This is an optimization exercise on Yosys and OpenROAD, whose aim is small area and a short achievable clock period, not a production implementation.
In this exercise RTL edits were held to simulation tests only and were not proved equivalent to the original.
Power and IR drop assume default switching activity.

--- config.mk ---
export PLATFORM = sky130hd
export DESIGN_NAME = STDPmodel_4PWL
export DESIGN_NICKNAME = STDPmodel_4PWL
export VERILOG_FILES = /design/flow/design.v
export SDC_FILE = /design/flow/constraint.sdc
export NUM_CORES = 4
export LEC_CHECK = 0
export CAP_MARGIN = 20
export CORE_MARGIN = 2
export CORE_UTILIZATION = 40
export CTS_BUF_LIST = sky130_fd_sc_hd__clkbuf_4 sky130_fd_sc_hd__clkbuf_8
export SETUP_SLACK_MARGIN = 4
export SLEW_MARGIN = 20
--- constraint.sdc ---
create_clock -name core_clock -period 7.5 [get_ports {clk}]
set_input_delay 1.5000 -clock core_clock [delete_from_list [all_inputs] [get_ports {clk}]]
set_output_delay 1.5000 -clock core_clock [all_outputs]
set_load 0.01 [all_outputs]
--- design.v ---
module c_dff
  (clk, reset, active, d, q);
   parameter width = 32;
   parameter offset = 0;
   parameter reset_type = 0;
   parameter [offset:(offset+width)-1] reset_value = {width{1'b0}};
   input clk;
   wire  clk;
   input reset;
   wire  reset;
   input active;
   wire  active;   
   input [offset:(offset+width)-1] d;
   output [offset:(offset+width)-1] q;
   reg [offset:(offset+width)-1] q;
  generate
      case(reset_type)
	0:
	  always @(posedge clk, posedge reset)
	    if(reset)
	      q <= reset_value;
	    else if(active)
	      q <= d;
	1:
	  always @(posedge clk)
	    if(reset)
	      q <= reset_value;
	    else if(active)
	      q <= d;
      endcase 
  endgenerate
endmodule
module STDPmodel_4PWL
(reset, clk, A_pre, A_post, start_replay_phase, W_previous, W_new);
	input reset;
	input clk;
	input A_pre;
	input A_post;
	input start_replay_phase;
	input  [31:0] W_previous;
	output [31:0] W_new;
	reg    [31:0] W_new;
	localparam [31:0] W_MAX = 32'h0020_0000;
	reg [2:0] Count_pre, Count_post;
	always @(posedge clk)
	  if (reset)              Count_pre <= 3'd0;
	  else if (A_pre)         Count_pre <= 3'd6;
	  else if (Count_pre!=0)  Count_pre <= Count_pre - 3'd1;
	always @(posedge clk)
	  if (reset)              Count_post <= 3'd0;
	  else if (A_post)        Count_post <= 3'd6;
	  else if (Count_post!=0) Count_post <= Count_post - 3'd1;
	wire nz_next = !reset && (A_pre || Count_pre > 3'd1) && (A_post || Count_post > 3'd1);
	reg nz;
	always @(posedge clk) nz <= nz_next;
	wire AdaptW = nz && !reset;
	wire [2:0] Delta_Count = Count_post - Count_pre;
	wire d2 = Delta_Count[2];
	wire [2:0] abs_dc = d2 ? (3'd0 - Delta_Count) : Delta_Count;
	reg AdaptW_2, AdaptW_3, AdaptW_4;
	reg sign_dt_hold, sign_dt_q2, sign_dt_q3, sign_dt_q4;
	wire sign_dt_s1 = AdaptW ? d2 : (AdaptW_4 ? sign_dt_hold : 1'b0);
	always @(posedge clk)
	  if (reset) begin
	    AdaptW_2 <= 1'b0; AdaptW_3 <= 1'b0; AdaptW_4 <= 1'b0;
	    sign_dt_hold <= 1'b0;
	    sign_dt_q2 <= 1'b0; sign_dt_q3 <= 1'b0; sign_dt_q4 <= 1'b0;
	  end else begin
	    AdaptW_2 <= AdaptW; AdaptW_3 <= AdaptW_2; AdaptW_4 <= AdaptW_3;
	    sign_dt_hold <= sign_dt_s1;
	    sign_dt_q2 <= sign_dt_s1; sign_dt_q3 <= sign_dt_q2; sign_dt_q4 <= sign_dt_q3;
	  end
	reg sgn2, sgn3;    
	wire [31:0] ws_in = d2 ? W_previous : (W_MAX - W_previous);
	reg  [31:0] Ws_q1, W_previous_q2;
	reg  g1, v1, v2;
	wire [31:0] w_q1 = g1 ? Ws_q1 : (W_MAX - Ws_q1);
	always @(posedge clk)
	  if (nz) begin
	    Ws_q1 <= ws_in;  g1 <= d2;
	    W_previous_q2 <= w_q1;
	  end
	always @(posedge clk)
	  if (reset) begin
	    v1 <= 1'b0; v2 <= 1'b0;
	  end else if (nz) begin
	    v1 <= 1'b1; v2 <= v1;
	  end
	wire [31:0] q2_next = nz ? w_q1 : W_previous_q2;
	wire        v2_next = nz ? v1 : v2;
	reg  [31:0] base_x;
	wire [31:0] base_d = reset   ? 32'd0 :
	                     nz_next ? (v2_next ? q2_next : 32'd0) :
	                               (base_x ^ {32{sgn3}});
	always @(posedge clk)
	  base_x <= base_d ^ {32{sgn2}};
	wire [3:0]  codeT = {d2, abs_dc};
	always @(posedge clk) sgn2 <= d2;
	wire [31:0] ws = Ws_q1;
	reg [6:0] seg;
	always @(posedge clk)
	  case (codeT)
	    4'b1001: seg <= 7'b0000001;
	    4'b1010: seg <= 7'b0000010;
	    4'b1011: seg <= 7'b0000100;
	    4'b1100: seg <= 7'b0001000;
	    4'b0001: seg <= 7'b0010000;
	    4'b0010: seg <= 7'b0100000;
	    4'b0011: seg <= 7'b1000000;
	    default: seg <= 7'b0;
	  endcase
	wire z5_6_1 = (ws[5] & ~ws[6]);
	wire z5_6_2 = (~ws[5] & ws[6]);
	wire z5_6_3 = (ws[5] & ws[6]);
	wire z7_8_1 = (ws[7] & ~ws[8]);
	wire z7_8_2 = (~ws[7] & ws[8]);
	wire z7_8_3 = (ws[7] & ws[8]);
	wire z9_10_11_1 = (ws[9] & ~ws[10] & ~ws[11]);
	wire z9_10_11_2 = (~ws[9] & ws[10] & ~ws[11]);
	wire z9_10_11_3 = (ws[9] & ws[10] & ~ws[11]);
	wire z9_10_11_4 = (~ws[9] & ~ws[10] & ws[11]);
	wire z9_10_11_5 = (ws[9] & ~ws[10] & ws[11]);
	wire z9_10_11_6 = (~ws[9] & ws[10] & ws[11]);
	wire z9_10_11_7 = (ws[9] & ws[10] & ws[11]);
	wire z12_13_1 = (ws[12] & ~ws[13]);
	wire z12_13_2 = (~ws[12] & ws[13]);
	wire z12_13_3 = (ws[12] & ws[13]);
	wire z14_15_1 = (ws[14] & ~ws[15]);
	wire z14_15_2 = (~ws[14] & ws[15]);
	wire z14_15_3 = (ws[14] & ws[15]);
	wire z16_17_1 = (ws[16] & ~ws[17]);
	wire z16_17_2 = (~ws[16] & ws[17]);
	wire z16_17_3 = (ws[16] & ws[17]);
	wire z18_19_1 = (ws[18] & ~ws[19]);
	wire z18_19_2 = (~ws[18] & ws[19]);
	wire z18_19_3 = (ws[18] & ws[19]);
	wire z20_21_22_1 = (ws[20] & ~ws[21] & ~ws[22]);
	wire z20_21_22_2 = (~ws[20] & ws[21] & ~ws[22]);
	wire z20_21_22_3 = (ws[20] & ws[21] & ~ws[22]);
	wire z20_21_22_4 = (~ws[20] & ~ws[21] & ws[22]);
	wire z20_21_22_5 = (ws[20] & ~ws[21] & ws[22]);
	wire z20_21_22_6 = (~ws[20] & ws[21] & ws[22]);
	wire z20_21_22_7 = (ws[20] & ws[21] & ws[22]);
	wire z23_24_1 = (ws[23] & ~ws[24]);
	wire z23_24_2 = (~ws[23] & ws[24]);
	wire z23_24_3 = (ws[23] & ws[24]);
	wire z25_26_1 = (ws[25] & ~ws[26]);
	wire z25_26_2 = (~ws[25] & ws[26]);
	wire z25_26_3 = (ws[25] & ws[26]);
	wire z27_28_1 = (ws[27] & ~ws[28]);
	wire z27_28_2 = (~ws[27] & ws[28]);
	wire z27_28_3 = (ws[27] & ws[28]);
	wire z29_30_1 = (ws[29] & ~ws[30]);
	wire z29_30_2 = (~ws[29] & ws[30]);
	wire z29_30_3 = (ws[29] & ws[30]);
	wire z31_1 = ws[31];
	wire k0 = seg[4] | seg[5] | seg[6];
	wire k1 = seg[0] | seg[1] | seg[2] | seg[4] | seg[5] | seg[6];
	wire k2 = seg[0] | seg[1] | seg[2];
	wire k3 = seg[3] | seg[4];
	wire k4 = seg[3] | seg[5];
	wire k5 = seg[4] | seg[5];
	wire k6 = seg[0] | seg[1] | seg[2] | seg[5] | seg[6];
	wire k7 = seg[0] | seg[1] | seg[2] | seg[3] | seg[4];
	wire k8 = seg[0] | seg[3] | seg[6];
	wire k9 = seg[1] | seg[3] | seg[5];
	wire k10 = seg[0] | seg[1] | seg[5] | seg[6];
	wire k11 = seg[0] | seg[1] | seg[2] | seg[3] | seg[4] | seg[5] | seg[6];
	wire k12 = seg[1] | seg[2] | seg[4] | seg[5];
	wire k13 = seg[0] | seg[2] | seg[4] | seg[6];
	wire k14 = seg[2] | seg[3] | seg[4];
	wire k15 = seg[0] | seg[3] | seg[5] | seg[6];
	wire k16 = seg[0] | seg[1] | seg[3] | seg[6];
	wire k17 = seg[5];
	wire k18 = seg[3] | seg[4] | seg[5];
	wire k19 = seg[0] | seg[3] | seg[4] | seg[5] | seg[6];
	wire k20 = seg[1] | seg[3] | seg[4];
	wire k21 = seg[0] | seg[1] | seg[2] | seg[4] | seg[6];
	wire k22 = seg[1] | seg[2] | seg[5];
	wire k23 = seg[6];
	wire k24 = seg[0] | seg[1] | seg[2] | seg[6];
	wire k25 = seg[1] | seg[2] | seg[3] | seg[5] | seg[6];
	wire k26 = seg[0] | seg[1] | seg[2] | seg[3] | seg[6];
	wire k27 = seg[0] | seg[1] | seg[2] | seg[3] | seg[4] | seg[5];
	wire k28 = seg[0] | seg[4];
	wire k29 = seg[1] | seg[3];
	wire k30 = seg[0] | seg[3] | seg[4] | seg[6];
	wire k31 = seg[0] | seg[1] | seg[4] | seg[6];
	wire k32 = seg[0] | seg[2];
	wire k33 = seg[1] | seg[2] | seg[4] | seg[6];
	wire k34 = seg[0] | seg[2] | seg[3] | seg[5] | seg[6];
	wire k35 = seg[1] | seg[3] | seg[4] | seg[5];
	wire k36 = seg[3] | seg[5] | seg[6];
	wire k37 = seg[0] | seg[3] | seg[5];
	wire k38 = seg[0] | seg[1] | seg[2] | seg[4];
	wire k39 = seg[1] | seg[3] | seg[5] | seg[6];
	wire k40 = seg[2] | seg[3] | seg[4] | seg[6];
	wire k41 = seg[0] | seg[2] | seg[3] | seg[4] | seg[5] | seg[6];
	wire k42 = seg[0] | seg[1] | seg[3] | seg[4] | seg[5] | seg[6];
	wire pp5_6_0 = (z5_6_1 & k0) | (z5_6_2 & k1) | (z5_6_3 & k2);
	wire pp5_6_1 = (z5_6_2 & k0);
	wire pp5_6_2 = (z5_6_3 & k0);
	wire pp7_8_0 = (z7_8_1 & k3) | (z7_8_2 & k4) | (z7_8_3 & k5);
	wire pp7_8_1 = (z7_8_1 & k1) | (z7_8_2 & k3) | (z7_8_3 & k6);
	wire pp7_8_2 = (z7_8_1 & k0) | (z7_8_2 & k1) | (z7_8_3 & k7);
	wire pp7_8_3 = (z7_8_2 & k0);
	wire pp7_8_4 = (z7_8_3 & k0);
	wire pp9_10_11_0 = (z9_10_11_1 & k8) | (z9_10_11_2 & k9) | (z9_10_11_3 & k10) | (z9_10_11_4 & k11) | (z9_10_11_5 & k12) | (z9_10_11_6 & k13) | (z9_10_11_7 & k14);
	wire pp9_10_11_1 = (z9_10_11_1 & k4) | (z9_10_11_2 & k8) | (z9_10_11_3 & k15) | (z9_10_11_4 & k9) | (z9_10_11_5 & k16) | (z9_10_11_6 & k8) | (z9_10_11_7 & k17);
	wire pp9_10_11_2 = (z9_10_11_1 & k3) | (z9_10_11_2 & k4) | (z9_10_11_3 & k18) | (z9_10_11_4 & k8) | (z9_10_11_5 & k19) | (z9_10_11_6 & k16) | (z9_10_11_7 & k20);
	wire pp9_10_11_3 = (z9_10_11_1 & k1) | (z9_10_11_2 & k3) | (z9_10_11_3 & k6) | (z9_10_11_4 & k4) | (z9_10_11_5 & k21) | (z9_10_11_6 & k3) | (z9_10_11_7 & k22);
	wire pp9_10_11_4 = (z9_10_11_1 & k0) | (z9_10_11_2 & k1) | (z9_10_11_3 & k7) | (z9_10_11_4 & k3) | (z9_10_11_5 & k23) | (z9_10_11_6 & k24) | (z9_10_11_7 & k25);
	wire pp9_10_11_5 = (z9_10_11_2 & k0) | (z9_10_11_4 & k1) | (z9_10_11_5 & k26) | (z9_10_11_6 & k27) | (z9_10_11_7 & k25);
	wire pp9_10_11_6 = (z9_10_11_3 & k0) | (z9_10_11_4 & k0) | (z9_10_11_5 & k23) | (z9_10_11_7 & k28);
	wire pp9_10_11_7 = (z9_10_11_5 & k5) | (z9_10_11_6 & k0) | (z9_10_11_7 & k0);
	wire pp12_13_0 = (z12_13_1 & k11) | (z12_13_2 & k27) | (z12_13_3 & k23);
	wire pp12_13_1 = (z12_13_1 & k11) | (z12_13_2 & k11) | (z12_13_3 & k27);
	wire pp12_13_2 = (z12_13_1 & k9) | (z12_13_2 & k11) | (z12_13_3 & k9);
	wire pp12_13_3 = (z12_13_1 & k8) | (z12_13_2 & k9) | (z12_13_3 & k14);
	wire pp12_13_4 = (z12_13_1 & k4) | (z12_13_2 & k8) | (z12_13_3 & k29);
	wire pp12_13_5 = (z12_13_1 & k3) | (z12_13_2 & k4) | (z12_13_3 & k30);
	wire pp12_13_6 = (z12_13_1 & k1) | (z12_13_2 & k3) | (z12_13_3 & k24);
	wire pp12_13_7 = (z12_13_1 & k0) | (z12_13_2 & k1) | (z12_13_3 & k27);
	wire pp12_13_8 = (z12_13_2 & k0);
	wire pp12_13_9 = (z12_13_3 & k0);
	wire pp14_15_0 = (z14_15_1 & k31) | (z14_15_2 & k32) | (z14_15_3 & k33);
	wire pp14_15_1 = (z14_15_1 & k27) | (z14_15_2 & k31) | (z14_15_3 & k34);
	wire pp14_15_2 = (z14_15_1 & k11) | (z14_15_2 & k27) | (z14_15_3 & k31);
	wire pp14_15_3 = (z14_15_1 & k11) | (z14_15_2 & k11) | (z14_15_3 & k27);
	wire pp14_15_4 = (z14_15_1 & k9) | (z14_15_2 & k11) | (z14_15_3 & k9);
	wire pp14_15_5 = (z14_15_1 & k8) | (z14_15_2 & k9) | (z14_15_3 & k14);
	wire pp14_15_6 = (z14_15_1 & k4) | (z14_15_2 & k8) | (z14_15_3 & k29);
	wire pp14_15_7 = (z14_15_1 & k3) | (z14_15_2 & k4) | (z14_15_3 & k30);
	wire pp14_15_8 = (z14_15_1 & k1) | (z14_15_2 & k3) | (z14_15_3 & k24);
	wire pp14_15_9 = (z14_15_1 & k0) | (z14_15_2 & k1) | (z14_15_3 & k27);
	wire pp14_15_10 = (z14_15_2 & k0);
	wire pp14_15_11 = (z14_15_3 & k0);
	wire pp16_17_1 = (z16_17_1 & k32) | (z16_17_3 & k32);
	wire pp16_17_2 = (z16_17_1 & k31) | (z16_17_2 & k32) | (z16_17_3 & k33);
	wire pp16_17_3 = (z16_17_1 & k27) | (z16_17_2 & k31) | (z16_17_3 & k34);
	wire pp16_17_4 = (z16_17_1 & k11) | (z16_17_2 & k27) | (z16_17_3 & k31);
	wire pp16_17_5 = (z16_17_1 & k11) | (z16_17_2 & k11) | (z16_17_3 & k27);
	wire pp16_17_6 = (z16_17_1 & k9) | (z16_17_2 & k11) | (z16_17_3 & k9);
	wire pp16_17_7 = (z16_17_1 & k8) | (z16_17_2 & k9) | (z16_17_3 & k14);
	wire pp16_17_8 = (z16_17_1 & k4) | (z16_17_2 & k8) | (z16_17_3 & k29);
	wire pp16_17_9 = (z16_17_1 & k3) | (z16_17_2 & k4) | (z16_17_3 & k30);
	wire pp16_17_10 = (z16_17_1 & k1) | (z16_17_2 & k3) | (z16_17_3 & k24);
	wire pp16_17_11 = (z16_17_1 & k0) | (z16_17_2 & k1) | (z16_17_3 & k27);
	wire pp16_17_12 = (z16_17_2 & k0);
	wire pp16_17_13 = (z16_17_3 & k0);
	wire pp18_19_3 = (z18_19_1 & k32) | (z18_19_3 & k32);
	wire pp18_19_4 = (z18_19_1 & k31) | (z18_19_2 & k32) | (z18_19_3 & k33);
	wire pp18_19_5 = (z18_19_1 & k27) | (z18_19_2 & k31) | (z18_19_3 & k34);
	wire pp18_19_6 = (z18_19_1 & k11) | (z18_19_2 & k27) | (z18_19_3 & k31);
	wire pp18_19_7 = (z18_19_1 & k11) | (z18_19_2 & k11) | (z18_19_3 & k27);
	wire pp18_19_8 = (z18_19_1 & k9) | (z18_19_2 & k11) | (z18_19_3 & k9);
	wire pp18_19_9 = (z18_19_1 & k8) | (z18_19_2 & k9) | (z18_19_3 & k14);
	wire pp18_19_10 = (z18_19_1 & k4) | (z18_19_2 & k8) | (z18_19_3 & k29);
	wire pp18_19_11 = (z18_19_1 & k3) | (z18_19_2 & k4) | (z18_19_3 & k30);
	wire pp18_19_12 = (z18_19_1 & k1) | (z18_19_2 & k3) | (z18_19_3 & k24);
	wire pp18_19_13 = (z18_19_1 & k0) | (z18_19_2 & k1) | (z18_19_3 & k27);
	wire pp18_19_14 = (z18_19_2 & k0);
	wire pp18_19_15 = (z18_19_3 & k0);
	wire pp20_21_22_5 = (z20_21_22_1 & k32) | (z20_21_22_3 & k32) | (z20_21_22_5 & k32) | (z20_21_22_7 & k32);
	wire pp20_21_22_6 = (z20_21_22_1 & k31) | (z20_21_22_2 & k32) | (z20_21_22_3 & k33) | (z20_21_22_5 & k31) | (z20_21_22_6 & k32) | (z20_21_22_7 & k33);
	wire pp20_21_22_7 = (z20_21_22_1 & k27) | (z20_21_22_2 & k31) | (z20_21_22_3 & k34) | (z20_21_22_4 & k32) | (z20_21_22_5 & k35) | (z20_21_22_6 & k33) | (z20_21_22_7 & k36);
	wire pp20_21_22_8 = (z20_21_22_1 & k11) | (z20_21_22_2 & k27) | (z20_21_22_3 & k31) | (z20_21_22_4 & k31) | (z20_21_22_5 & k37) | (z20_21_22_6 & k34) | (z20_21_22_7 & k32);
	wire pp20_21_22_9 = (z20_21_22_1 & k11) | (z20_21_22_2 & k11) | (z20_21_22_3 & k27) | (z20_21_22_4 & k27) | (z20_21_22_5 & k38) | (z20_21_22_6 & k31) | (z20_21_22_7 & k31);
	wire pp20_21_22_10 = (z20_21_22_1 & k9) | (z20_21_22_2 & k11) | (z20_21_22_3 & k9) | (z20_21_22_4 & k11) | (z20_21_22_5 & k9) | (z20_21_22_6 & k27) | (z20_21_22_7 & k39);
	wire pp20_21_22_11 = (z20_21_22_1 & k8) | (z20_21_22_2 & k9) | (z20_21_22_3 & k14) | (z20_21_22_4 & k11) | (z20_21_22_5 & k8) | (z20_21_22_6 & k9) | (z20_21_22_7 & k40);
	wire pp20_21_22_12 = (z20_21_22_1 & k4) | (z20_21_22_2 & k8) | (z20_21_22_3 & k29) | (z20_21_22_4 & k9) | (z20_21_22_5 & k41) | (z20_21_22_6 & k14) | (z20_21_22_7 & k7);
	wire pp20_21_22_13 = (z20_21_22_1 & k3) | (z20_21_22_2 & k4) | (z20_21_22_3 & k30) | (z20_21_22_4 & k8) | (z20_21_22_5 & k42) | (z20_21_22_6 & k29) | (z20_21_22_7 & k35);
	wire pp20_21_22_14 = (z20_21_22_1 & k1) | (z20_21_22_2 & k3) | (z20_21_22_3 & k24) | (z20_21_22_4 & k4) | (z20_21_22_5 & k21) | (z20_21_22_6 & k30) | (z20_21_22_7 & k22);
	wire pp20_21_22_15 = (z20_21_22_1 & k0) | (z20_21_22_2 & k1) | (z20_21_22_3 & k27) | (z20_21_22_4 & k3) | (z20_21_22_5 & k23) | (z20_21_22_6 & k24) | (z20_21_22_7 & k25);
	wire pp20_21_22_16 = (z20_21_22_2 & k0) | (z20_21_22_4 & k1) | (z20_21_22_5 & k26) | (z20_21_22_6 & k27) | (z20_21_22_7 & k25);
	wire pp20_21_22_17 = (z20_21_22_3 & k0) | (z20_21_22_4 & k0) | (z20_21_22_5 & k23) | (z20_21_22_7 & k28);
	wire pp20_21_22_18 = (z20_21_22_5 & k5) | (z20_21_22_6 & k0) | (z20_21_22_7 & k0);
	wire pp23_24_8 = (z23_24_1 & k32) | (z23_24_3 & k32);
	wire pp23_24_9 = (z23_24_1 & k31) | (z23_24_2 & k32) | (z23_24_3 & k33);
	wire pp23_24_10 = (z23_24_1 & k27) | (z23_24_2 & k31) | (z23_24_3 & k34);
	wire pp23_24_11 = (z23_24_1 & k11) | (z23_24_2 & k27) | (z23_24_3 & k31);
	wire pp23_24_12 = (z23_24_1 & k11) | (z23_24_2 & k11) | (z23_24_3 & k27);
	wire pp23_24_13 = (z23_24_1 & k9) | (z23_24_2 & k11) | (z23_24_3 & k9);
	wire pp23_24_14 = (z23_24_1 & k8) | (z23_24_2 & k9) | (z23_24_3 & k14);
	wire pp23_24_15 = (z23_24_1 & k4) | (z23_24_2 & k8) | (z23_24_3 & k29);
	wire pp23_24_16 = (z23_24_1 & k3) | (z23_24_2 & k4) | (z23_24_3 & k30);
	wire pp23_24_17 = (z23_24_1 & k1) | (z23_24_2 & k3) | (z23_24_3 & k24);
	wire pp23_24_18 = (z23_24_1 & k0) | (z23_24_2 & k1) | (z23_24_3 & k27);
	wire pp23_24_19 = (z23_24_2 & k0);
	wire pp23_24_20 = (z23_24_3 & k0);
	wire pp25_26_10 = (z25_26_1 & k32) | (z25_26_3 & k32);
	wire pp25_26_11 = (z25_26_1 & k31) | (z25_26_2 & k32) | (z25_26_3 & k33);
	wire pp25_26_12 = (z25_26_1 & k27) | (z25_26_2 & k31) | (z25_26_3 & k34);
	wire pp25_26_13 = (z25_26_1 & k11) | (z25_26_2 & k27) | (z25_26_3 & k31);
	wire pp25_26_14 = (z25_26_1 & k11) | (z25_26_2 & k11) | (z25_26_3 & k27);
	wire pp25_26_15 = (z25_26_1 & k9) | (z25_26_2 & k11) | (z25_26_3 & k9);
	wire pp25_26_16 = (z25_26_1 & k8) | (z25_26_2 & k9) | (z25_26_3 & k14);
	wire pp25_26_17 = (z25_26_1 & k4) | (z25_26_2 & k8) | (z25_26_3 & k29);
	wire pp25_26_18 = (z25_26_1 & k3) | (z25_26_2 & k4) | (z25_26_3 & k30);
	wire pp25_26_19 = (z25_26_1 & k1) | (z25_26_2 & k3) | (z25_26_3 & k24);
	wire pp25_26_20 = (z25_26_1 & k0) | (z25_26_2 & k1) | (z25_26_3 & k27);
	wire pp25_26_21 = (z25_26_2 & k0);
	wire pp25_26_22 = (z25_26_3 & k0);
	wire pp27_28_12 = (z27_28_1 & k32) | (z27_28_3 & k32);
	wire pp27_28_13 = (z27_28_1 & k31) | (z27_28_2 & k32) | (z27_28_3 & k33);
	wire pp27_28_14 = (z27_28_1 & k27) | (z27_28_2 & k31) | (z27_28_3 & k34);
	wire pp27_28_15 = (z27_28_1 & k11) | (z27_28_2 & k27) | (z27_28_3 & k31);
	wire pp27_28_16 = (z27_28_1 & k11) | (z27_28_2 & k11) | (z27_28_3 & k27);
	wire pp27_28_17 = (z27_28_1 & k9) | (z27_28_2 & k11) | (z27_28_3 & k9);
	wire pp27_28_18 = (z27_28_1 & k8) | (z27_28_2 & k9) | (z27_28_3 & k14);
	wire pp27_28_19 = (z27_28_1 & k4) | (z27_28_2 & k8) | (z27_28_3 & k29);
	wire pp27_28_20 = (z27_28_1 & k3) | (z27_28_2 & k4) | (z27_28_3 & k30);
	wire pp27_28_21 = (z27_28_1 & k1) | (z27_28_2 & k3) | (z27_28_3 & k24);
	wire pp27_28_22 = (z27_28_1 & k0) | (z27_28_2 & k1) | (z27_28_3 & k27);
	wire pp27_28_23 = (z27_28_2 & k0);
	wire pp27_28_24 = (z27_28_3 & k0);
	wire pp29_30_14 = (z29_30_1 & k32) | (z29_30_3 & k32);
	wire pp29_30_15 = (z29_30_1 & k31) | (z29_30_2 & k32) | (z29_30_3 & k33);
	wire pp29_30_16 = (z29_30_1 & k27) | (z29_30_2 & k31) | (z29_30_3 & k34);
	wire pp29_30_17 = (z29_30_1 & k11) | (z29_30_2 & k27) | (z29_30_3 & k31);
	wire pp29_30_18 = (z29_30_1 & k11) | (z29_30_2 & k11) | (z29_30_3 & k27);
	wire pp29_30_19 = (z29_30_1 & k9) | (z29_30_2 & k11) | (z29_30_3 & k9);
	wire pp29_30_20 = (z29_30_1 & k8) | (z29_30_2 & k9) | (z29_30_3 & k14);
	wire pp29_30_21 = (z29_30_1 & k4) | (z29_30_2 & k8) | (z29_30_3 & k29);
	wire pp29_30_22 = (z29_30_1 & k3) | (z29_30_2 & k4) | (z29_30_3 & k30);
	wire pp29_30_23 = (z29_30_1 & k1) | (z29_30_2 & k3) | (z29_30_3 & k24);
	wire pp29_30_24 = (z29_30_1 & k0) | (z29_30_2 & k1) | (z29_30_3 & k27);
	wire pp29_30_25 = (z29_30_2 & k0);
	wire pp29_30_26 = (z29_30_3 & k0);
	wire pp31_16 = (z31_1 & k32);
	wire pp31_17 = (z31_1 & k31);
	wire pp31_18 = (z31_1 & k27);
	wire pp31_19 = (z31_1 & k11);
	wire pp31_20 = (z31_1 & k11);
	wire pp31_21 = (z31_1 & k9);
	wire pp31_22 = (z31_1 & k8);
	wire pp31_23 = (z31_1 & k4);
	wire pp31_24 = (z31_1 & k3);
	wire pp31_25 = (z31_1 & k1);
	wire pp31_26 = (z31_1 & k0);
	wire m_s0 = pp5_6_0 ^ pp7_8_0;
	wire m_c0 = pp5_6_0 & pp7_8_0;
	wire m_s1 = pp5_6_1 ^ pp7_8_1 ^ pp9_10_11_1;
	wire m_c1 = (pp5_6_1 & pp7_8_1) | (pp5_6_1 & pp9_10_11_1) | (pp7_8_1 & pp9_10_11_1);
	wire m_s2 = pp12_13_1 ^ pp14_15_1;
	wire m_c2 = pp12_13_1 & pp14_15_1;
	wire m_s3 = pp5_6_2 ^ pp7_8_2 ^ pp9_10_11_2;
	wire m_c3 = (pp5_6_2 & pp7_8_2) | (pp5_6_2 & pp9_10_11_2) | (pp7_8_2 & pp9_10_11_2);
	wire m_s4 = pp12_13_2 ^ pp14_15_2 ^ pp16_17_2;
	wire m_c4 = (pp12_13_2 & pp14_15_2) | (pp12_13_2 & pp16_17_2) | (pp14_15_2 & pp16_17_2);
	wire m_s5 = pp7_8_3 ^ pp9_10_11_3 ^ pp12_13_3;
	wire m_c5 = (pp7_8_3 & pp9_10_11_3) | (pp7_8_3 & pp12_13_3) | (pp9_10_11_3 & pp12_13_3);
	wire m_s6 = pp14_15_3 ^ pp16_17_3 ^ pp18_19_3;
	wire m_c6 = (pp14_15_3 & pp16_17_3) | (pp14_15_3 & pp18_19_3) | (pp16_17_3 & pp18_19_3);
	wire m_s7 = pp7_8_4 ^ pp9_10_11_4 ^ pp12_13_4;
	wire m_c7 = (pp7_8_4 & pp9_10_11_4) | (pp7_8_4 & pp12_13_4) | (pp9_10_11_4 & pp12_13_4);
	wire m_s8 = pp14_15_4 ^ pp16_17_4 ^ pp18_19_4;
	wire m_c8 = (pp14_15_4 & pp16_17_4) | (pp14_15_4 & pp18_19_4) | (pp16_17_4 & pp18_19_4);
	wire m_s9 = pp9_10_11_5 ^ pp12_13_5 ^ pp14_15_5;
	wire m_c9 = (pp9_10_11_5 & pp12_13_5) | (pp9_10_11_5 & pp14_15_5) | (pp12_13_5 & pp14_15_5);
	wire m_s10 = pp16_17_5 ^ pp18_19_5 ^ pp20_21_22_5;
	wire m_c10 = (pp16_17_5 & pp18_19_5) | (pp16_17_5 & pp20_21_22_5) | (pp18_19_5 & pp20_21_22_5);
	wire m_s11 = pp9_10_11_6 ^ pp12_13_6 ^ pp14_15_6;
	wire m_c11 = (pp9_10_11_6 & pp12_13_6) | (pp9_10_11_6 & pp14_15_6) | (pp12_13_6 & pp14_15_6);
	wire m_s12 = pp16_17_6 ^ pp18_19_6 ^ pp20_21_22_6;
	wire m_c12 = (pp16_17_6 & pp18_19_6) | (pp16_17_6 & pp20_21_22_6) | (pp18_19_6 & pp20_21_22_6);
	wire m_s13 = pp9_10_11_7 ^ pp12_13_7 ^ pp14_15_7;
	wire m_c13 = (pp9_10_11_7 & pp12_13_7) | (pp9_10_11_7 & pp14_15_7) | (pp12_13_7 & pp14_15_7);
	wire m_s14 = pp16_17_7 ^ pp18_19_7 ^ pp20_21_22_7;
	wire m_c14 = (pp16_17_7 & pp18_19_7) | (pp16_17_7 & pp20_21_22_7) | (pp18_19_7 & pp20_21_22_7);
	wire m_s15 = pp12_13_8 ^ pp14_15_8 ^ pp16_17_8;
	wire m_c15 = (pp12_13_8 & pp14_15_8) | (pp12_13_8 & pp16_17_8) | (pp14_15_8 & pp16_17_8);
	wire m_s16 = pp18_19_8 ^ pp20_21_22_8 ^ pp23_24_8;
	wire m_c16 = (pp18_19_8 & pp20_21_22_8) | (pp18_19_8 & pp23_24_8) | (pp20_21_22_8 & pp23_24_8);
	wire m_s17 = pp12_13_9 ^ pp14_15_9 ^ pp16_17_9;
	wire m_c17 = (pp12_13_9 & pp14_15_9) | (pp12_13_9 & pp16_17_9) | (pp14_15_9 & pp16_17_9);
	wire m_s18 = pp18_19_9 ^ pp20_21_22_9 ^ pp23_24_9;
	wire m_c18 = (pp18_19_9 & pp20_21_22_9) | (pp18_19_9 & pp23_24_9) | (pp20_21_22_9 & pp23_24_9);
	wire m_s19 = pp14_15_10 ^ pp16_17_10 ^ pp18_19_10;
	wire m_c19 = (pp14_15_10 & pp16_17_10) | (pp14_15_10 & pp18_19_10) | (pp16_17_10 & pp18_19_10);
	wire m_s20 = pp20_21_22_10 ^ pp23_24_10 ^ pp25_26_10;
	wire m_c20 = (pp20_21_22_10 & pp23_24_10) | (pp20_21_22_10 & pp25_26_10) | (pp23_24_10 & pp25_26_10);
	wire m_s21 = pp14_15_11 ^ pp16_17_11 ^ pp18_19_11;
	wire m_c21 = (pp14_15_11 & pp16_17_11) | (pp14_15_11 & pp18_19_11) | (pp16_17_11 & pp18_19_11);
	wire m_s22 = pp20_21_22_11 ^ pp23_24_11 ^ pp25_26_11;
	wire m_c22 = (pp20_21_22_11 & pp23_24_11) | (pp20_21_22_11 & pp25_26_11) | (pp23_24_11 & pp25_26_11);
	wire m_s23 = pp16_17_12 ^ pp18_19_12 ^ pp20_21_22_12;
	wire m_c23 = (pp16_17_12 & pp18_19_12) | (pp16_17_12 & pp20_21_22_12) | (pp18_19_12 & pp20_21_22_12);
	wire m_s24 = pp23_24_12 ^ pp25_26_12 ^ pp27_28_12;
	wire m_c24 = (pp23_24_12 & pp25_26_12) | (pp23_24_12 & pp27_28_12) | (pp25_26_12 & pp27_28_12);
	wire m_s25 = pp16_17_13 ^ pp18_19_13 ^ pp20_21_22_13;
	wire m_c25 = (pp16_17_13 & pp18_19_13) | (pp16_17_13 & pp20_21_22_13) | (pp18_19_13 & pp20_21_22_13);
	wire m_s26 = pp23_24_13 ^ pp25_26_13 ^ pp27_28_13;
	wire m_c26 = (pp23_24_13 & pp25_26_13) | (pp23_24_13 & pp27_28_13) | (pp25_26_13 & pp27_28_13);
	wire m_s27 = pp18_19_14 ^ pp20_21_22_14 ^ pp23_24_14;
	wire m_c27 = (pp18_19_14 & pp20_21_22_14) | (pp18_19_14 & pp23_24_14) | (pp20_21_22_14 & pp23_24_14);
	wire m_s28 = pp25_26_14 ^ pp27_28_14 ^ pp29_30_14;
	wire m_c28 = (pp25_26_14 & pp27_28_14) | (pp25_26_14 & pp29_30_14) | (pp27_28_14 & pp29_30_14);
	wire m_s29 = pp18_19_15 ^ pp20_21_22_15 ^ pp23_24_15;
	wire m_c29 = (pp18_19_15 & pp20_21_22_15) | (pp18_19_15 & pp23_24_15) | (pp20_21_22_15 & pp23_24_15);
	wire m_s30 = pp25_26_15 ^ pp27_28_15 ^ pp29_30_15;
	wire m_c30 = (pp25_26_15 & pp27_28_15) | (pp25_26_15 & pp29_30_15) | (pp27_28_15 & pp29_30_15);
	wire m_s31 = pp20_21_22_16 ^ pp23_24_16 ^ pp25_26_16;
	wire m_c31 = (pp20_21_22_16 & pp23_24_16) | (pp20_21_22_16 & pp25_26_16) | (pp23_24_16 & pp25_26_16);
	wire m_s32 = pp27_28_16 ^ pp29_30_16 ^ pp31_16;
	wire m_c32 = (pp27_28_16 & pp29_30_16) | (pp27_28_16 & pp31_16) | (pp29_30_16 & pp31_16);
	wire m_s33 = pp20_21_22_17 ^ pp23_24_17 ^ pp25_26_17;
	wire m_c33 = (pp20_21_22_17 & pp23_24_17) | (pp20_21_22_17 & pp25_26_17) | (pp23_24_17 & pp25_26_17);
	wire m_s34 = pp27_28_17 ^ pp29_30_17 ^ pp31_17;
	wire m_c34 = (pp27_28_17 & pp29_30_17) | (pp27_28_17 & pp31_17) | (pp29_30_17 & pp31_17);
	wire m_s35 = pp20_21_22_18 ^ pp23_24_18 ^ pp25_26_18;
	wire m_c35 = (pp20_21_22_18 & pp23_24_18) | (pp20_21_22_18 & pp25_26_18) | (pp23_24_18 & pp25_26_18);
	wire m_s36 = pp27_28_18 ^ pp29_30_18 ^ pp31_18;
	wire m_c36 = (pp27_28_18 & pp29_30_18) | (pp27_28_18 & pp31_18) | (pp29_30_18 & pp31_18);
	wire m_s37 = pp23_24_19 ^ pp25_26_19 ^ pp27_28_19;
	wire m_c37 = (pp23_24_19 & pp25_26_19) | (pp23_24_19 & pp27_28_19) | (pp25_26_19 & pp27_28_19);
	wire m_s38 = pp29_30_19 ^ pp31_19;
	wire m_c38 = pp29_30_19 & pp31_19;
	wire m_s39 = pp23_24_20 ^ pp25_26_20 ^ pp27_28_20;
	wire m_c39 = (pp23_24_20 & pp25_26_20) | (pp23_24_20 & pp27_28_20) | (pp25_26_20 & pp27_28_20);
	wire m_s40 = pp29_30_20 ^ pp31_20;
	wire m_c40 = pp29_30_20 & pp31_20;
	wire m_s41 = pp25_26_21 ^ pp27_28_21 ^ pp29_30_21;
	wire m_c41 = (pp25_26_21 & pp27_28_21) | (pp25_26_21 & pp29_30_21) | (pp27_28_21 & pp29_30_21);
	wire m_s42 = pp25_26_22 ^ pp27_28_22;
	wire m_c42 = pp25_26_22 & pp27_28_22;
	wire m_s43 = m_s0 ^ pp9_10_11_0;
	wire m_c43 = m_s0 & pp9_10_11_0;
	wire m_s44 = m_s1 ^ m_s2 ^ pp16_17_1;
	wire m_c44 = (m_s1 & m_s2) | (m_s1 & pp16_17_1) | (m_s2 & pp16_17_1);
	wire m_s45 = m_s3 ^ m_s4 ^ m_c1;
	wire m_c45 = (m_s3 & m_s4) | (m_s3 & m_c1) | (m_s4 & m_c1);
	wire m_s46 = m_s5 ^ m_s6 ^ m_c3;
	wire m_c46 = (m_s5 & m_s6) | (m_s5 & m_c3) | (m_s6 & m_c3);
	wire m_s47 = m_s7 ^ m_s8 ^ m_c5;
	wire m_c47 = (m_s7 & m_s8) | (m_s7 & m_c5) | (m_s8 & m_c5);
	wire m_s48 = m_s9 ^ m_s10 ^ m_c7;
	wire m_c48 = (m_s9 & m_s10) | (m_s9 & m_c7) | (m_s10 & m_c7);
	wire m_s49 = m_s11 ^ m_s12 ^ m_c9;
	wire m_c49 = (m_s11 & m_s12) | (m_s11 & m_c9) | (m_s12 & m_c9);
	wire m_s50 = m_s13 ^ m_s14 ^ m_c11;
	wire m_c50 = (m_s13 & m_s14) | (m_s13 & m_c11) | (m_s14 & m_c11);
	wire m_s51 = m_s15 ^ m_s16 ^ m_c13;
	wire m_c51 = (m_s15 & m_s16) | (m_s15 & m_c13) | (m_s16 & m_c13);
	wire m_s52 = m_s17 ^ m_s18 ^ m_c15;
	wire m_c52 = (m_s17 & m_s18) | (m_s17 & m_c15) | (m_s18 & m_c15);
	wire m_s53 = m_s19 ^ m_s20 ^ m_c17;
	wire m_c53 = (m_s19 & m_s20) | (m_s19 & m_c17) | (m_s20 & m_c17);
	wire m_s54 = m_s21 ^ m_s22 ^ m_c19;
	wire m_c54 = (m_s21 & m_s22) | (m_s21 & m_c19) | (m_s22 & m_c19);
	wire m_s55 = m_s23 ^ m_s24 ^ m_c21;
	wire m_c55 = (m_s23 & m_s24) | (m_s23 & m_c21) | (m_s24 & m_c21);
	wire m_s56 = m_s25 ^ m_s26 ^ m_c23;
	wire m_c56 = (m_s25 & m_s26) | (m_s25 & m_c23) | (m_s26 & m_c23);
	wire m_s57 = m_s27 ^ m_s28 ^ m_c25;
	wire m_c57 = (m_s27 & m_s28) | (m_s27 & m_c25) | (m_s28 & m_c25);
	wire m_s58 = m_s29 ^ m_s30 ^ m_c27;
	wire m_c58 = (m_s29 & m_s30) | (m_s29 & m_c27) | (m_s30 & m_c27);
	wire m_s59 = m_s31 ^ m_s32 ^ m_c29;
	wire m_c59 = (m_s31 & m_s32) | (m_s31 & m_c29) | (m_s32 & m_c29);
	wire m_s60 = m_s33 ^ m_s34 ^ m_c31;
	wire m_c60 = (m_s33 & m_s34) | (m_s33 & m_c31) | (m_s34 & m_c31);
	wire m_s61 = m_s35 ^ m_s36 ^ m_c33;
	wire m_c61 = (m_s35 & m_s36) | (m_s35 & m_c33) | (m_s36 & m_c33);
	wire m_s62 = m_s37 ^ m_s38 ^ m_c35;
	wire m_c62 = (m_s37 & m_s38) | (m_s37 & m_c35) | (m_s38 & m_c35);
	wire m_s63 = m_s39 ^ m_s40 ^ m_c37;
	wire m_c63 = (m_s39 & m_s40) | (m_s39 & m_c37) | (m_s40 & m_c37);
	wire m_s64 = m_s41 ^ pp31_21 ^ m_c39;
	wire m_c64 = (m_s41 & pp31_21) | (m_s41 & m_c39) | (pp31_21 & m_c39);
	wire m_s65 = m_s42 ^ pp29_30_22 ^ pp31_22;
	wire m_c65 = (m_s42 & pp29_30_22) | (m_s42 & pp31_22) | (pp29_30_22 & pp31_22);
	wire m_s66 = pp27_28_23 ^ pp29_30_23 ^ pp31_23;
	wire m_c66 = (pp27_28_23 & pp29_30_23) | (pp27_28_23 & pp31_23) | (pp29_30_23 & pp31_23);
	wire m_s67 = pp27_28_24 ^ pp29_30_24;
	wire m_c67 = pp27_28_24 & pp29_30_24;
	wire m_s68 = m_s43 ^ pp12_13_0;
	wire m_c68 = m_s43 & pp12_13_0;
	wire m_s69 = m_s44 ^ m_c0 ^ m_c43;
	wire m_c69 = (m_s44 & m_c0) | (m_s44 & m_c43) | (m_c0 & m_c43);
	wire m_s70 = m_s45 ^ m_c2 ^ m_c44;
	wire m_c70 = (m_s45 & m_c2) | (m_s45 & m_c44) | (m_c2 & m_c44);
	wire m_s71 = m_s46 ^ m_c4 ^ m_c45;
	wire m_c71 = (m_s46 & m_c4) | (m_s46 & m_c45) | (m_c4 & m_c45);
	wire m_s72 = m_s47 ^ m_c6 ^ m_c46;
	wire m_c72 = (m_s47 & m_c6) | (m_s47 & m_c46) | (m_c6 & m_c46);
	wire m_s73 = m_s48 ^ m_c8 ^ m_c47;
	wire m_c73 = (m_s48 & m_c8) | (m_s48 & m_c47) | (m_c8 & m_c47);
	wire m_s74 = m_s49 ^ m_c10 ^ m_c48;
	wire m_c74 = (m_s49 & m_c10) | (m_s49 & m_c48) | (m_c10 & m_c48);
	wire m_s75 = m_s50 ^ m_c12 ^ m_c49;
	wire m_c75 = (m_s50 & m_c12) | (m_s50 & m_c49) | (m_c12 & m_c49);
	wire m_s76 = m_s51 ^ m_c14 ^ m_c50;
	wire m_c76 = (m_s51 & m_c14) | (m_s51 & m_c50) | (m_c14 & m_c50);
	wire m_s77 = m_s52 ^ m_c16 ^ m_c51;
	wire m_c77 = (m_s52 & m_c16) | (m_s52 & m_c51) | (m_c16 & m_c51);
	wire m_s78 = m_s53 ^ m_c18 ^ m_c52;
	wire m_c78 = (m_s53 & m_c18) | (m_s53 & m_c52) | (m_c18 & m_c52);
	wire m_s79 = m_s54 ^ m_c20 ^ m_c53;
	wire m_c79 = (m_s54 & m_c20) | (m_s54 & m_c53) | (m_c20 & m_c53);
	wire m_s80 = m_s55 ^ m_c22 ^ m_c54;
	wire m_c80 = (m_s55 & m_c22) | (m_s55 & m_c54) | (m_c22 & m_c54);
	wire m_s81 = m_s56 ^ m_c24 ^ m_c55;
	wire m_c81 = (m_s56 & m_c24) | (m_s56 & m_c55) | (m_c24 & m_c55);
	wire m_s82 = m_s57 ^ m_c26 ^ m_c56;
	wire m_c82 = (m_s57 & m_c26) | (m_s57 & m_c56) | (m_c26 & m_c56);
	wire m_s83 = m_s58 ^ m_c28 ^ m_c57;
	wire m_c83 = (m_s58 & m_c28) | (m_s58 & m_c57) | (m_c28 & m_c57);
	wire m_s84 = m_s59 ^ m_c30 ^ m_c58;
	wire m_c84 = (m_s59 & m_c30) | (m_s59 & m_c58) | (m_c30 & m_c58);
	wire m_s85 = m_s60 ^ m_c32 ^ m_c59;
	wire m_c85 = (m_s60 & m_c32) | (m_s60 & m_c59) | (m_c32 & m_c59);
	wire m_s86 = m_s61 ^ m_c34 ^ m_c60;
	wire m_c86 = (m_s61 & m_c34) | (m_s61 & m_c60) | (m_c34 & m_c60);
	wire m_s87 = m_s62 ^ m_c36 ^ m_c61;
	wire m_c87 = (m_s62 & m_c36) | (m_s62 & m_c61) | (m_c36 & m_c61);
	wire m_s88 = m_s63 ^ m_c38 ^ m_c62;
	wire m_c88 = (m_s63 & m_c38) | (m_s63 & m_c62) | (m_c38 & m_c62);
	wire m_s89 = m_s64 ^ m_c40 ^ m_c63;
	wire m_c89 = (m_s64 & m_c40) | (m_s64 & m_c63) | (m_c40 & m_c63);
	wire m_s90 = m_s65 ^ m_c41 ^ m_c64;
	wire m_c90 = (m_s65 & m_c41) | (m_s65 & m_c64) | (m_c41 & m_c64);
	wire m_s91 = m_s66 ^ m_c42 ^ m_c65;
	wire m_c91 = (m_s66 & m_c42) | (m_s66 & m_c65) | (m_c42 & m_c65);
	wire m_s92 = m_s67 ^ pp31_24 ^ m_c66;
	wire m_c92 = (m_s67 & pp31_24) | (m_s67 & m_c66) | (pp31_24 & m_c66);
	wire m_s93 = pp29_30_25 ^ pp31_25 ^ m_c67;
	wire m_c93 = (pp29_30_25 & pp31_25) | (pp29_30_25 & m_c67) | (pp31_25 & m_c67);
	wire m_s94 = pp29_30_26 ^ pp31_26;
	wire m_c94 = pp29_30_26 & pp31_26;
	wire [27:0] prod_a = {m_c94, m_s94, m_s93, m_s92, m_s91, m_s90, m_s89, m_s88, m_s87, m_s86, m_s85, m_s84, m_s83, m_s82, m_s81, m_s80, m_s79, m_s78, m_s77, m_s76, m_s75, m_s74, m_s73, m_s72, m_s71, m_s70, m_s69, m_s68};
	wire [27:0] prod_b = {1'b0, m_c93, m_c92, m_c91, m_c90, m_c89, m_c88, m_c87, m_c86, m_c85, m_c84, m_c83, m_c82, m_c81, m_c80, m_c79, m_c78, m_c77, m_c76, m_c75, m_c74, m_c73, m_c72, m_c71, m_c70, m_c69, m_c68, pp14_15_0};
	reg [27:0] P3a, P3b;
	always @(posedge clk) begin
	  P3a  <= prod_a;
	  P3b  <= prod_b;
	  sgn3 <= sgn2;
	end
	wire [27:0] cs_s = base_x[27:0] ^ P3a ^ P3b;
	wire [27:0] cs_c = (base_x[27:0] & P3a) | (base_x[27:0] & P3b) | (P3a & P3b);
	reg  [31:0] WB4;
	always @(posedge clk)
	  WB4 <= {base_x[31:28], cs_s} + {3'd0, cs_c, 1'b0};
	wire [31:0] w_clip = sign_dt_q4 ? 32'd0 : W_MAX;
	wire [31:0] W_B    = WB4 ^ {32{sign_dt_q4}};
	wire [31:0] w_sel  = AdaptW_4 ? (W_B[31] ? w_clip : W_B) : w_clip;
	wire        take   = start_replay_phase &&
	                     (AdaptW_4 || (nz && !reset && W_previous[31]));
	always @(posedge clk)
	  W_new <= take ? w_sel : W_previous;
endmodule
--- run.sh ---
#!/bin/bash
# synth_recipe.tcl (not shown) runs the flow's synth.tcl, then flattens the netlist and writes it again
# the make line also repeats each setting of config.mk as NAME=value (left out here)
make -C /OpenROAD-flow-scripts/flow DESIGN_CONFIG=/design/flow/config.mk WORK_HOME=/design/flow/orfs CLKGATE_MAP_FILE= SYNTH_SCRIPT=/design/flow/synth_recipe.tcl finish
==> reports/qor.yml, run 1 <==
placement:
  place_congestion: 0.889
  port_buffers: 68
  place_inst: 2318
  place_area_um2: 17100
  dp_hpwl_um: 34500
yosys:
  yosysMostFrequentCell: "dfxtp_1"
  ys_warn_count: 1
  syn_inst: 1841
  syn_area_per_cell_um2: 8.74
  syn_nets: 2039
  synthTopCellsByArea: "dfxtp_1 (26%), fa_1 (14%), edfxtp_1 (6.2%)"
  yosys.area.top_type: "dfxtp_1"
  synth-edff-count: 33
  synth_common_cells: "dfxtp_1 (207), a21oi_1 (179), nor2_1 (162)"
  ys_ff_latch: 240
  synthesis.area_um2: 16100
  async_reset_ff_frac: 0
  synth_seq_area_share: 0.319
  synth_top_area_frac: 0.257
  ys_types: 69
  synth_ff_type: "dfxtp_1"
floorplanning:
  start_util: 0.405
  die_y_um: 205
  die_width_um: 205
  rows: 73
  die_area_um2: 41900
  coreArea_um2: 39700
  ioPinCount: 69
hold_path:
  hold_end: "AdaptW_4$_SDFF_PP0_"
  hold_path_class: "register to register"
  hold-path-cell-count: 1
  min-delay-start: "AdaptW_3$_SDFF_PP0_"
power:
  clkPwrFrac: 0.142
  max-vdd-ir-drop_v: 0.000411
  p_int_w: 0.00503
  powerDensity_nw_per_um2: 511
  swShare: 0.475
  seq_power_share: 0.237
  total_power_w: 0.00958
  p_sw_w: 0.00455
  power_leakage_nw: 7.73
  combPwrFrac: 0.621
finish:
  area_growth_pct: 16.6
  nets: 2073
  antenna_cells: 0
  final_area_um2: 18800
  final_cell_count_no_fill: 2434
  drive_above_1_share: 0.125
clocking:
  cts_sinks: 240
  cts_tree: "done"
  holdBufCountCts: 0
  htree_num_levels: 2
  clk_latency_ns: 0.58
  clkTransAtPathRegs_ns: 0.06
  cts_made_buffers: 43
  ctsRootBufferMaster: "clkbuf_8"
  cts_buffer_depth: 3
detailed_routing:
  via_per_inst: 5.75
  ant_nets: 0
  drc: 0
  wl_per_cell_um: 20.3
  wl_um: 49500
  drt_iter0_drc: 1397
  first_pass_iters: 6
  vias: 13987
grt:
  overflow: 0
  grt_pass1_vias: 13353
  grt_pass1_wl_um: 75600
  grt.total_usage: 0.232
  antenna_found_initial: 0
  grt_max_degree: 87
worst_setup_path:
  critPathLaunchType: "register"
  regToRegStartpoint: "seg[2]$_DFF_P_"
  timing.rr.end: "P3a[15]$_DFF_P_"
  crit_type: "register to register"
  ff2ff_setup_slack_ns: 3.99
  arrival_ns: 3.93
  cp_max_fo: 9
  cp-end-kind: "register"
  rr_worst_depth: 9
  startpoint: "seg[2]$_DFF_P_"
  required_ns: 7.93
sta:
  min_period_ns: 3.51
  fmax_mhz: 285
  relSlewSlack: 0.220
  setup_tns_ns: 0
  maxSlewViolCount: 0
  worst_clock_skew_ns: 0.0388
  rsz0062_at_grt: "yes"
  tightest_slew_ns: 1.17
  hold_viol: 0
  period_share: 0.468
  setup_viol: 0
run_status:
  status: "no timing/DRC/antenna violations"
job:
  max_cap_viol_count: 0
[stage by stage]
step           hold slack [ns]  utilization  setup WS (ns)
2_1_floorplan            0.329            -           3.99
3_3_place_gp             0.416        0.431           3.10
3_5_place_dp             0.431        0.432           3.01
4_1_cts                  0.445        0.464           3.96
5_1_grt                  0.462        0.472           3.97
6_report                 0.443        0.472           3.99
[power by group through the flow]
stage,Clock (W),Combinational (W),Sequential [W]
floorplan,0,0.00419,0.00208
global placement,0,0.00549,0.00230
detailed placement,0,0.00561,0.00230
CTS,0.00140,0.00578,0.00229
global route,0.00145,0.00663,0.00232
finish,0.00136,0.00595,0.00227
[sequential cells by signal (all words and copies together), names as in the netlist, 3 cells and up]
| signal | count |
|---|---|
| base_x | 32 |
| P3b | 27 |
| Count_post | 3 |
| WB4 | 32 |
| P3a | 28 |
| seg | 7 |
| Ws_q1 | 32 |
| W_new | 32 |
| W_previous_q2 | 32 |
| Count_pre | 3 |
[logic make-up (layout without fill, tap and decap cells)]
group | after synthesis | after routing | synth area share
compound gates | 529 | 529 | 0.207
flops | 240 | 240 | 0.319
fa+ha+maj | 161 | 161 | 0.179
simple gates | 495 | 497 | 0.143
mux | 11 | 11 | 0.00793
xor+xnor | 157 | 157 | 0.0854
buf+inv | 248 | 314 | 0.0590
[worst max-delay path, cell delays in order, from the launching register on]
cell and delay (ns):
dfxtp_2 0.39, or3_4 0.40, nor3_2 0.62, o21ai_0 0.16
a22o_1 0.23, fa_1 0.51, inv_1 0.05, fa_1 0.49
inv_1 0.05, fa_1 0.46
[cells in the final DEF, fill, tap and decap left out, types with 6 or more instances in the layout]
cell type and instances:
a21oi_1 176, nand3_1 32, nor3_1 33, and3_1 11
xor2_1 83, buf_4 50, a22o_1 40, a31oi_1 17
edfxtp_1 33, nor2b_1 18, nor3_2 6, clkdlybuf4s50_1 63
a211oi_1 8, o21ai_0 102, and2_1 17, dfxtp_1 197
buf_6 8, a22oi_1 40, o22ai_1 20, nor4_1 8
fa_1 114, mux2i_1 6, nand2_1 137, a21o_1 10
inv_1 103, clkbuf_4 22, clkbuf_8 47, nor2_4 7
o211ai_1 32, nand2b_1 10, dfxtp_4 7, ha_1 45
or3_1 8, o21a_1 11, xnor2_1 73, nor2_1 152
[metal layers]
layer,track usage,wire [um]
met5,0,0
met2,0.374,23700
met1,0.308,20800
met3,0.0367,3360
met4,0.0970,1730
[area by class of cell]
class	instances	area [um^2]
repair buffers	129	1190
clock buffers	68	805
clock inverters	11	148
flip-flops and latches	240	5160
multi-input cells	1355	10400
well taps	525	657
inverters	106	405
fillers	3764	21000
[worst max-delay path by stage]
stage / slack (ns) / endpoint / depth (start not counted)
4_1_cts: 3.96 / P3a[16]$_DFF_P_ / 13
3_3_place_gp: 3.10 / base_x[29]$_DFF_P_ / 8
2_1_floorplan: 3.99 / Ws_q1[26]$_DFFE_PP_ / 7
3_5_place_dp: 3.01 / P3a[5]$_DFF_P_ / 12
5_1_grt: 3.97 / P3a[14]$_DFF_P_ / 11
6_report: 3.99 / P3a[15]$_DFF_P_ / 9
[what timing repair did]
item,4_1_cts,5_1_grt
cloned,2,0
buffers inserted,16,18
endpoints found under the setup margin,81,69
endpoints found under the hold margin,0,0
gates resized for setup,66,52
pin swaps,15,25
==> inputs of run 2 (changes only) <==
--- a/config.mk
+++ b/config.mk
@@ -8,6 +8,7 @@
 export CAP_MARGIN = 20
 export CORE_MARGIN = 2
 export CORE_UTILIZATION = 40
-export CTS_BUF_LIST = sky130_fd_sc_hd__clkbuf_4 sky130_fd_sc_hd__clkbuf_8
+export CTS_BUF_LIST = sky130_fd_sc_hd__clkbuf_8
+export CTS_CLUSTER_SIZE = 30
 export SETUP_SLACK_MARGIN = 4
 export SLEW_MARGIN = 20
==> run 2 against run 1 <==
Effect of this change: maximum frequency is essentially flat; combinational power is essentially flat; via count grew 0.23%; highest routed layer unchanged; core utilization shrank 0.19 points; clock power shrank 7%; cell area shrank 0.40%; synthesized area is the same; critical path depth is the same; largest cell class unchanged.
==> reports/qor.yml, run 2 <==
floorplanning:
  die_y_um: 205  # unchanged
  die_area_um2: 41900  # unchanged
  die_width_um: 205  # unchanged
  ioPinCount: 69  # unchanged
  start_util: 0.405  # unchanged
  coreArea_um2: 39700  # unchanged
  rows: 73  # unchanged
run_status:
  status: "no timing/DRC/antenna violations"  # unchanged
clocking:
  cts_sinks: 240  # unchanged
  htree_num_levels: 2  # unchanged
  cts_tree: "done"  # unchanged
  holdBufCountCts: 0  # unchanged
  cts_buffer_depth: 3  # unchanged
  cts_made_buffers: 43  # unchanged
  ctsRootBufferMaster: "clkbuf_8"  # unchanged
  clk_latency_ns: 0.57  # was 0.58 ns
  clkTransAtPathRegs_ns: 0.06  # about the same
finish:
  drive_above_1_share: 0.115  # was 0.125
  antenna_cells: 0  # unchanged
  area_growth_pct: 16.1  # was 16.6%
  nets: 2075  # was 2,073
  final_common_cell: "dfxtp_1"  # unchanged
  final_cell_mix: "dfxtp_1 (197), a21oi_1 (176), nor2_1 (152), nand2_1 (137), inv_1 (124)"  # was dfxtp_1 (197), a21oi_1 (176), nor2_1 (152), nand2_1 (137), fa_1 (114)
placement:
  port_buffers: 68  # unchanged
  place_congestion: 0.889  # unchanged
  dp_hpwl_um: 34500  # unchanged
yosys:
  syn_nets: 2039  # unchanged
  ys_ff_latch: 240  # unchanged
  ys_warn_count: 1  # unchanged
  synthTopCellsByArea: "dfxtp_1 (26%), fa_1 (14%), edfxtp_1 (6.2%)"  # unchanged
  synth-edff-count: 33  # unchanged
  async_reset_ff_frac: 0  # unchanged
  ys_types: 69  # unchanged
  syn_inst: 1841  # unchanged
  synthesis.area_um2: 16100  # unchanged
  synth_ff_type: "dfxtp_1"  # unchanged
  synth_common_cells: "dfxtp_1 (207), a21oi_1 (179), nor2_1 (162)"  # unchanged
  yosys.area.top_type: "dfxtp_1"  # unchanged
  synth_top_area_frac: 0.257  # unchanged
  yosysMostFrequentCell: "dfxtp_1"  # unchanged
  syn_area_per_cell_um2: 8.74  # unchanged
  synth_seq_area_share: 0.319  # unchanged
power:
  total_power_w: 0.00949  # was 0.00958 W
  power_leakage_nw: 7.75  # was 7.73 nW
  powerDensity_nw_per_um2: 508  # was 511 nW/um^2
  max-vdd-ir-drop_v: 0.000424  # was 0.000411 V
job:
  max_cap_viol_count: 0  # unchanged
worst_setup_path:
  crit_type: "register to register"  # unchanged
  rr_worst_depth: 9  # unchanged
  arrival_ns: 3.93  # about the same
  cp-end-kind: "register"  # unchanged
  required_ns: 7.92  # was 7.93 ns
  critPathLaunchType: "register"  # unchanged
  cp_max_fo: 9  # unchanged
hold_path:
  hold-path-cell-count: 1  # unchanged
  hold_path_class: "register to register"  # unchanged
detailed_routing:
  wl_per_cell_um: 20.3  # about the same
  drc: 0  # unchanged
  first_pass_iters: 6  # unchanged
  ant_nets: 0  # unchanged
  wl_um: 49500  # about the same
  drt_iter0_drc: 1561  # was 1,397
  vias: 14019  # was 13,987
  via_per_inst: 5.75  # about the same
sta:
  rsz0062_at_grt: "yes"  # unchanged
  period_share: 0.468  # about the same
  fmax_mhz: 285  # about the same
  tightest_slew_ns: 1.17  # about the same
  setup_viol: 0  # unchanged
  hold_viol: 0  # unchanged
  relSlewSlack: 0.220  # about the same
  maxSlewViolCount: 0  # unchanged
  setup_tns_ns: 0  # unchanged
  worst_clock_skew_ns: 0.0370  # was 0.0388 ns
  min_period_ns: 3.51  # about the same
grt:
  grt_pass1_wl_um: 75700  # was 75,600 um
  antenna_found_initial: 0  # unchanged
  overflow: 0  # unchanged
  grt_pass1_vias: 13357  # was 13,353
  grt.total_usage: 0.232  # about the same
  grt_max_degree: 87  # unchanged
==> run 2: cell types whose count changed in the layout (fill, tap and decap cells not counted) <==
cell | previous run | this run
clkbuf_4 | 22 | 1
inv_1 | 103 | 124
buf_4 | 50 | 53
buf_6 | 8 | 7
clkinv_2 | 3 | 4
inv_4 | 1 | 0
o22ai_1 | 20 | 21
o22ai_2 | 3 | 2
==> run 2: final cells by class <==
type,count,area [um^2]
Clock inverter,32,226
Inverter,106,404
Clock buffer,47,647
Sequential cell,240,5160
Timing Repair Buffer,131,1200
Multi-Input combinational cell,1355,10400
Fill cell,3769,21000
Tap cell,525,657
==> run 2: kinds of logic (layout without fill, tap and decap cells) <==
group	after synthesis	after routing	share of synthesized area
compound gates	529	529	0.207
xor+xnor	157	157	0.0854
fa+ha+maj	161	161	0.179
buf+inv	248	316	0.0590
flops	240	240	0.319
mux	11	11	0.00793
simple gates	495	497	0.143
==> run 2: where the power goes <==
group	switching (W)	internal, W	leakage, nW
registers	0.000409	0.00186	2.05
clock network	0.000570	0.000686	0.522
logic	0.00358	0.00238	5.17
total	0.00456	0.00493	7.75
==> run 2: through the flow <==
step | cells | worst slack [ns] | hold WS (ns) | utilization | cell area, um^2
after detailed placement | 2318 | 3.01 | 0.431 | 0.432 | 17100
after floorplan | 1841 | 3.99 | 0.329 | - | 16200
after global routing | 2436 | 3.97 | 0.463 | 0.470 | 18700
after CTS | 2415 | 3.96 | 0.444 | 0.462 | 18300
final | 2436 | 3.99 | 0.441 | 0.470 | 18700
after global placement | 2318 | 3.10 | 0.416 | 0.431 | 17100
==> run 2: timing repair <==
action / 4_1_cts / 5_1_grt
gates cloned: 2 / 0
buffers inserted: 16 / 20
endpoints found under the setup margin: 81 / 69
gates resized for setup: 66 / 49
pin swaps: 15 / 24
==> run 2: critical path, stage by stage (launching register included) <==
cell     delay, ns
dfxtp_4       0.37
or3_4         0.42
nor3_2        0.61
o21ai_0       0.18
a22o_1        0.23
fa_1          0.51
inv_1         0.05
fa_1          0.49
inv_1         0.05
fa_1          0.46
==> run 2: layer usage <==
metal  wire, um  global-route usage
met2      23500               0.375
met1      20700               0.307
met4       1790              0.0968
met3       3430              0.0371
met5          0                   0
==> run 2: path summary, 6_finish.rpt <==
path | startpoint | end | slack (ns)
worst max-delay path | seg[0]$_DFF_P_ | P3a[15]$_DFF_P_ | 3.99
worst min register to register | AdaptW_3$_SDFF_PP0_ | AdaptW_4$_SDFF_PP0_ | 0.44
worst min-delay path | AdaptW_3$_SDFF_PP0_ | AdaptW_4$_SDFF_PP0_ | 0.44
worst max register to register | seg[0]$_DFF_P_ | P3a[15]$_DFF_P_ | 3.99
==> inputs of run 3 (changes only) <==
==> flow/run.sh (new file) <==
#!/bin/bash
# The standard layout (the standard.sh, standard synthesis included),
# except that the port buffers are buf_2 cells rather than the resizer's
# default pick.  Every port still gets its buffer.
set -euo pipefail
export BUFFER_PORTS_ARGS="-buffer_cell sky130_fd_sc_hd__buf_2"
bash standard.sh > standard.log 2>&1
==> standard.sh (new file) <==
#!/bin/bash
# synth_recipe.tcl (not shown) runs the flow's synth.tcl, then flattens the netlist and writes it again
# the make line also repeats each setting of config.mk as NAME=value (left out here)
make -C /OpenROAD-flow-scripts/flow DESIGN_CONFIG=/design/flow/config.mk WORK_HOME=/design/flow/orfs CLKGATE_MAP_FILE= SYNTH_SCRIPT=/design/flow/synth_recipe.tcl "${@:-finish}"
removed: run.sh
==> run 3 against run 2 <==
Effect of this change: synthesized cell count unchanged; worst setup slack improved by 0.012 ns; register-to-register slack about the same; sequential power about the same; clock skew decreased by 0.0019 ns; worst hold slack got worse by 0.0058 ns; die area unchanged; clock-buffer cell count increased by 9; via count increased by 0.28%; non-clock buffer count increased by 15; first-iteration DRC count decreased by 1.3%.
==> reports/qor.yml, run 3 <==
clocking:
  htree_num_levels: 2  # unchanged
  cts_buffer_depth: 3  # unchanged
  cts_made_buffers: 42  # was 43
  holdBufCountCts: 0  # unchanged
  ctsRootBufferMaster: "clkbuf_8"  # unchanged
worst_setup_path:
  ff2ff_setup_slack_ns: 4.00  # was 3.99 ns
  regToRegStartpoint: "Ws_q1[9]$_DFFE_PP_"  # was seg[0]$_DFF_P_
  required_ns: 7.92  # about the same
  timing.rr.end: "base_x[23]$_DFF_P_"  # was P3a[15]$_DFF_P_
sta:
  maxSlewViolCount: 0  # unchanged
  hold_viol: 0  # unchanged
  setup_viol: 0  # unchanged
  setup_tns_ns: 0  # unchanged
  tightest_slew_ns: 1.16  # was 1.17 ns
  min_period_ns: 3.50  # was 3.51 ns
  period_share: 0.466  # was 0.468
  relSlewSlack: 0.227  # was 0.220
finish:
  final_cell_count_no_fill: 2452  # was 2,436
  nets: 2091  # was 2,075
  final_cell_mix: "dfxtp_1 (197), a21oi_1 (173), nor2_1 (150), nand2_1 (137), inv_1 (118)"  # was dfxtp_1 (197), a21oi_1 (176), nor2_1 (152), nand2_1 (137), inv_1 (124)
  fill_cells: 3812  # was 3,769
  area_growth_pct: 15.1  # was 16.1%
floorplanning:
  rows: 73  # unchanged
  start_util: 0.405  # unchanged
  die_y_um: 205  # unchanged
  ioPinCount: 69  # unchanged
  die_area_um2: 41900  # unchanged
  die_width_um: 205  # unchanged
placement:
  dp_hpwl_um: 34500  # about the same
  port_buffers: 68  # unchanged
power:
  powerDensity_nw_per_um2: 523  # was 508 nW/um^2
  max-vdd-ir-drop_v: 0.000338  # was 0.000424 V
  total_power_w: 0.00968  # was 0.00949 W
yosys:
  synthesis.area_um2: 16100  # unchanged
  ys_ff_latch: 240  # unchanged
  ys_warn_count: 1  # unchanged
  yosys.area.top_type: "dfxtp_1"  # unchanged
  synth_seq_area_share: 0.319  # unchanged
grt:
  antenna_found_initial: 0  # unchanged
  overflow: 0  # unchanged
  grt_max_degree: 82  # was 87
  grt_pass1_wl_um: 76700  # was 75,700 um
detailed_routing:
  via_per_inst: 5.73  # was 5.75
  wl_per_cell_um: 20.6  # was 20.3 um
  drc: 0  # unchanged
  drt_iter0_drc: 1541  # was 1,561
hold_path:
  hold-path-cell-count: 1  # unchanged
job:
  max_cap_viol_count: 0  # unchanged
run_status:
  status: "no timing/DRC/antenna violations"  # unchanged
==> run 3: critical path, stage by stage, from the launching register on <==
cell	delay, ns
edfxtp_1	0.64
clkbuf_8	0.30
or4_4	0.57
nor3_1	0.65
a41o_1	0.49
a21oi_1	0.17
xnor2_1	0.22
o21ai_0	0.15
xor2_1	0.16
==> run 3: how the worst max path moves through the flow <==
stage / endpoint / startpoint / slack [ns]
2_1_floorplan: Ws_q1[26]$_DFFE_PP_ / W_previous[5] / 3.99
3_3_place_gp: P3a[5]$_DFF_P_ / seg[4]$_DFF_P_ / 3.21
3_5_place_dp: P3a[5]$_DFF_P_ / seg[4]$_DFF_P_ / 3.03
4_1_cts: P3a[1]$_DFF_P_ / seg[0]$_DFF_P_ / 4.00
5_1_grt: P3a[12]$_DFF_P_ / Ws_q1[19]$_DFFE_PP_ / 3.93
6_report: base_x[23]$_DFF_P_ / Ws_q1[9]$_DFFE_PP_ / 4.00
==> run 3: report_power, final <==
group          switching [W]  total [W]  internal, W
clock               0.000578    0.00132     0.000741
sequential          0.000417    0.00227      0.00186
combinational        0.00362    0.00609      0.00247
==> run 3: per-stage QoR <==
step	instance area, um^2	setup slack [ns]	hold slack (ns)	utilization
3_5_place_dp	16800	3.03	0.422	0.423
5_1_grt	18500	3.93	0.457	0.466
3_3_place_gp	16800	3.21	0.418	0.423
6_report	18500	4.00	0.435	0.466
4_1_cts	18100	4.00	0.436	0.455
2_1_floorplan	16200	3.99	0.329	-
==> run 3: cells by family (layout without fill, tap and decap cells) <==
logic type	count (synthesis)	after routing	synth area share
buffers and inverters	248	330	0.0590
xor gates and xnor gates	157	157	0.0854
and+or+nand+nor	495	499	0.143
DFF	240	240	0.319
AOI/OAI and AO/OA	529	529	0.207
adders and majority gates	161	161	0.179
muxes	11	11	0.00793
==> run 3: timing repair <==
item / 4_1_cts / 5_1_grt
pin swaps: 12 / 18
setup endpoints to repair: 55 / 51
buffers inserted: 17 / 32
gates cloned: 3 / 2
resized for setup: 56 / 46
==> run 3: layout make-up <==
type | instances | area, um^2 | share of cell area
Clock buffer | 56 | 771 | 0.0416
Clock inverter | 22 | 163 | 0.00878
Inverter | 106 | 404 | 0.0218
Multi-Input combinational cell | 1357 | 10400 | 0.560
Sequential cell | 240 | 5170 | 0.279
Tap cell | 525 | 657 | 0.0354
Timing Repair Buffer | 146 | 980 | 0.0529
==> run 3: routing by layer <==
metal | part of all wire | GRT usage | up-vias
met2 | 0.47 | 0.383 | 676
met1 | 0.42 | 0.316 | 6737
met4 | 0.038 | 0.0914 | 0
met5 | 0 | 0 | -
li1 | - | - | 6525
met3 | 0.072 | 0.0326 | 120

## port drivers added, routing unchanged
In the flow no input, the clock included, has a driving cell. The finished layouts below were timed again as built, in two steps. Step 1, drivers: a clkbuf_16 drives clk and a buf_2 each remaining input, both assumed. Step 2, shift: input delay + t, output delay - t, t = (earliest + latest rising clock arrival at the registers) / 2. This alone moves slack from input paths to output paths. Slacks: ideal ports / drivers / drivers and shift; pairs: ideal ports / drivers.
run	shift t [ns]	slack for setup (ns)
run 1	0.607	3.992 / 3.992 / 3.524
run 2	0.605	3.992 / 3.992 / 3.526
run 3	0.621	4.004 / 4.004 / 3.471
After both steps every run listed still meets setup and hold.
